Context: an optimization exercise on an open-source flow, tuned for small area. The choices shown serve that exercise and are no tape-out recipe. Where RTL was checked, it was by simulation tests only, not by an equivalence proof against the original. No activity file was given, so power comes from the tool's default toggle rates.

==> flow/design.v (excerpt) <==
module pitch_correction(
    input wire clk,
    input wire reset,
    input wire [31:0] S_AXIS_DATA_0_tdata,
    input wire  S_AXIS_DATA_0_tlast,
    output wire S_AXIS_DATA_0_tready,
    input wire  S_AXIS_DATA_0_tvalid,
    output wire [31:0] m_axis_data_tdata,
    output wire        m_axis_data_tlast,
    input  wire        m_axis_data_tready,
    output wire        m_axis_data_tvalid,
    output wire [15:0] m_axis_config_tdata,
    input  wire m_axis_config_tready,
    output wire m_axis_config_tvalid,
    output wire [31:0] monitor_fft_out,
    output wire monitor_fft_vld,
    output wire [31:0] monitor_pitch_out,
    output wire monitor_pitch_vld,
    input wire pitch_enable
    );
Size: ~8,600 flip-flops, roughly 160 I/O pins, roughly 190,000 sq um of cells after synthesis.
Settings: LEC_CHECK=0, CAP_MARGIN=40, CORE_MARGIN=2, CORE_UTILIZATION=40, CTS_BUF_LIST=sky130_fd_sc_hd__clkbuf_4, CTS_CLUSTER_DIAMETER=30, CTS_CLUSTER_SIZE=10, SLEW_MARGIN=50, SYNTH_HIERARCHICAL=1; clock period 15.0 ns.
run.sh (not shown) runs the stock make flow with config.mk's settings and CLKGATE_MAP_FILE= SYNTH_SCRIPT=/design/flow/synth_recipe.tcl, a recipe that flattens the netlist after the stock synthesis.
Change:
==> flow/flow/run.sh (new file) <==
#!/bin/bash
# Own layout flow: the standard flow (standard.sh, standard synthesis
# included), with clock tree synthesis run without dummy loads and the port
# buffers made with the smallest buffer.  Each tool's full output stays in
# orfs/logs/; make's output goes to flow_make.log.
set -euo pipefail
export CTS_ARGS="-sink_clustering_enable -repair_clock_nets -dont_use_dummy_load -buf_list sky130_fd_sc_hd__clkbuf_4 -sink_clustering_size 12 -sink_clustering_max_diameter 40"
export BUFFER_PORTS_ARGS="-buffer_cell sky130_fd_sc_hd__buf_1"
export RECOVER_POWER=100
bash standard.sh finish > flow_make.log 2>&1
==> flow/standard.sh (new file) <==
#!/bin/bash
# synth_recipe.tcl (not shown) runs the flow's synth.tcl, then flattens the netlist and writes it again
# the make line also repeats each setting of config.mk as NAME=value (left out here)
make -C /OpenROAD-flow-scripts/flow DESIGN_CONFIG=/design/flow/config.mk WORK_HOME=/design/flow/orfs CLKGATE_MAP_FILE= SYNTH_SCRIPT=/design/flow/synth_recipe.tcl "${@:-finish}"
- CAP_MARGIN: 40 -> 20
- CORE_UTILIZATION: 40 -> 65
- CTS_BUF_LIST: sky130_fd_sc_hd__clkbuf_4 -> not set
- CTS_CLUSTER_DIAMETER: 30 -> not set
- CTS_CLUSTER_SIZE: 10 -> not set
- SLEW_MARGIN: 50 -> 20
removed: flow/run.sh
With this change the flow ran to the end with violations: capacitance limit, slew limit.
Cell count shrinks by 17%.
Design area goes down by 5.2%.
Count of clock-buffer cells in the layout shrinks by 457.
Non-clock buffer count came out lower by 11.
Maximum frequency shrinks by 20%.
Change:
==> flow/run.sh (new file) <==
#!/bin/bash
# synth_recipe.tcl (not shown) runs the flow's synth.tcl, then flattens the netlist and writes it again
# the make line also repeats each setting of config.mk as NAME=value (left out here)
make -C /OpenROAD-flow-scripts/flow DESIGN_CONFIG=/design/flow/config.mk WORK_HOME=/design/flow/orfs CLKGATE_MAP_FILE= SYNTH_SCRIPT=/design/flow/synth_recipe.tcl finish
- CAP_MARGIN: 20 -> 40
- CORE_UTILIZATION: 65 -> 40
- CTS_BUF_LIST: not set -> sky130_fd_sc_hd__clkbuf_8
- CTS_CLUSTER_DIAMETER: not set -> 40
- CTS_CLUSTER_SIZE: not set -> 18
- SLEW_MARGIN: 20 -> 50
removed: flow/flow/run.sh
removed: flow/standard.sh
After rerunning: With this change the flow completed with no timing, DRC or antenna violations; global-route usage shrinks by 9.6 points; clock-buffer cell count shrinks by 117; first-iteration DRC count shrinks by a few percent; combinational power shrinks slightly; register-to-register slack is better by 3300 ps.
Function was not checked in any run of this note: the RTL went through the layout flow alone.

========
pitch_correction, a different RTL version from the one above (not shown whole).
Size in the first run: roughly 11000 cells after synthesis, about 8500 flip-flops, about 160 I/O pins, about 190000 µm² of cells after synthesis.
==> flow/config.mk <==
export PLATFORM = sky130hd
export DESIGN_NAME = pitch_correction
export DESIGN_NICKNAME = pitch_correction
export VERILOG_FILES = /design/flow/design.v
export SDC_FILE = /design/flow/constraint.sdc
export NUM_CORES = 8
export LEC_CHECK = 0
export CAP_MARGIN = 20
export CORE_MARGIN = 2
export CORE_UTILIZATION = 80
export SLEW_MARGIN = 20
export SYNTH_HIERARCHICAL = 1
==> flow/constraint.sdc <==
create_clock -name core_clock -period 15.0 [get_ports {clk}]
set_input_delay 3.0000 -clock core_clock [delete_from_list [all_inputs] [get_ports {clk}]]
set_output_delay 3.0000 -clock core_clock [all_outputs]
set_load 0.01 [all_outputs]
standard.sh (not shown) runs the stock make flow with config.mk's settings and CLKGATE_MAP_FILE= SYNTH_SCRIPT=/design/flow/synth_recipe.tcl, a recipe that flattens the netlist after the stock synthesis.
==> flow/flow/run.sh <==
#!/bin/bash
# Own layout flow: the standard flow (standard.sh, standard synthesis
# included), with clock tree synthesis run without dummy loads and the port
# buffers made with the smallest buffer (repair_design still resizes them).
# Each tool's full output stays in orfs/logs/; make's output goes to
# flow_make.log.
set -euo pipefail
export CTS_ARGS="-sink_clustering_enable -repair_clock_nets -dont_use_dummy_load -buf_list sky130_fd_sc_hd__clkbuf_4 -root_buf sky130_fd_sc_hd__clkbuf_16 -sink_clustering_size 12 -sink_clustering_max_diameter 28"
export BUFFER_PORTS_ARGS="-buffer_cell sky130_fd_sc_hd__buf_1"
bash standard.sh finish > flow_make.log 2>&1
The starting point ended with an error in detailed placement (3_5_place_dp).
Rerun with:
--- a/flow/flow/run.sh
+++ b/flow/flow/run.sh
@@ -8 +8 @@
-export CTS_ARGS="-sink_clustering_enable -repair_clock_nets -dont_use_dummy_load -buf_list sky130_fd_sc_hd__clkbuf_4 -root_buf sky130_fd_sc_hd__clkbuf_16 -sink_clustering_size 12 -sink_clustering_max_diameter 28"
+export CTS_ARGS="-sink_clustering_enable -repair_clock_nets -dont_use_dummy_load -buf_list sky130_fd_sc_hd__clkbuf_4 -root_buf sky130_fd_sc_hd__clkbuf_16 -sink_clustering_size 11 -sink_clustering_max_diameter 30"
CORE_UTILIZATION = 70   (was 80)
Result:
- This time the run produced a clean layout
- synthesized cell count stays the same
- synthesized area stays the same

## port drivers added, routing unchanged
The results above use ideal ports. As a check the final layouts listed here were re-extracted and re-timed, cells and wires unchanged.
Step 1, drivers: a clkbuf_16 drives clk and a buf_2 each remaining input, both assumed.
Step 2 adds t to the input delays and takes it off the output delays; t is the mean of the earliest and latest rising clock arrival at the registers after step 1. Input paths then give back, and output paths get back, about the clock's delay inside the block.
a / b / c = no drivers / after step 1 / after step 2; a / b = the first two.
| run | t, ns | setup slack, ns | pins driven straight from the clock port |
|---|---|---|---|
| the first run of note 1 | 1.677 | 4.996 / 4.886 / 3.616 | 1 |
| the second run of note 1 | 1.623 | 2.525 / 2.431 / 1.833 | 1 |
| the third run of note 1 | 1.281 | 4.813 / 4.891 / 3.609 | 1 |
| the second run of note 2 | 1.360 | 4.175 / 4.243 / 2.883 | 1 |
The setup slack of the first run of note 1, which loses most, moves by -0.110 ns with the drivers and by -1.380 ns with both steps.
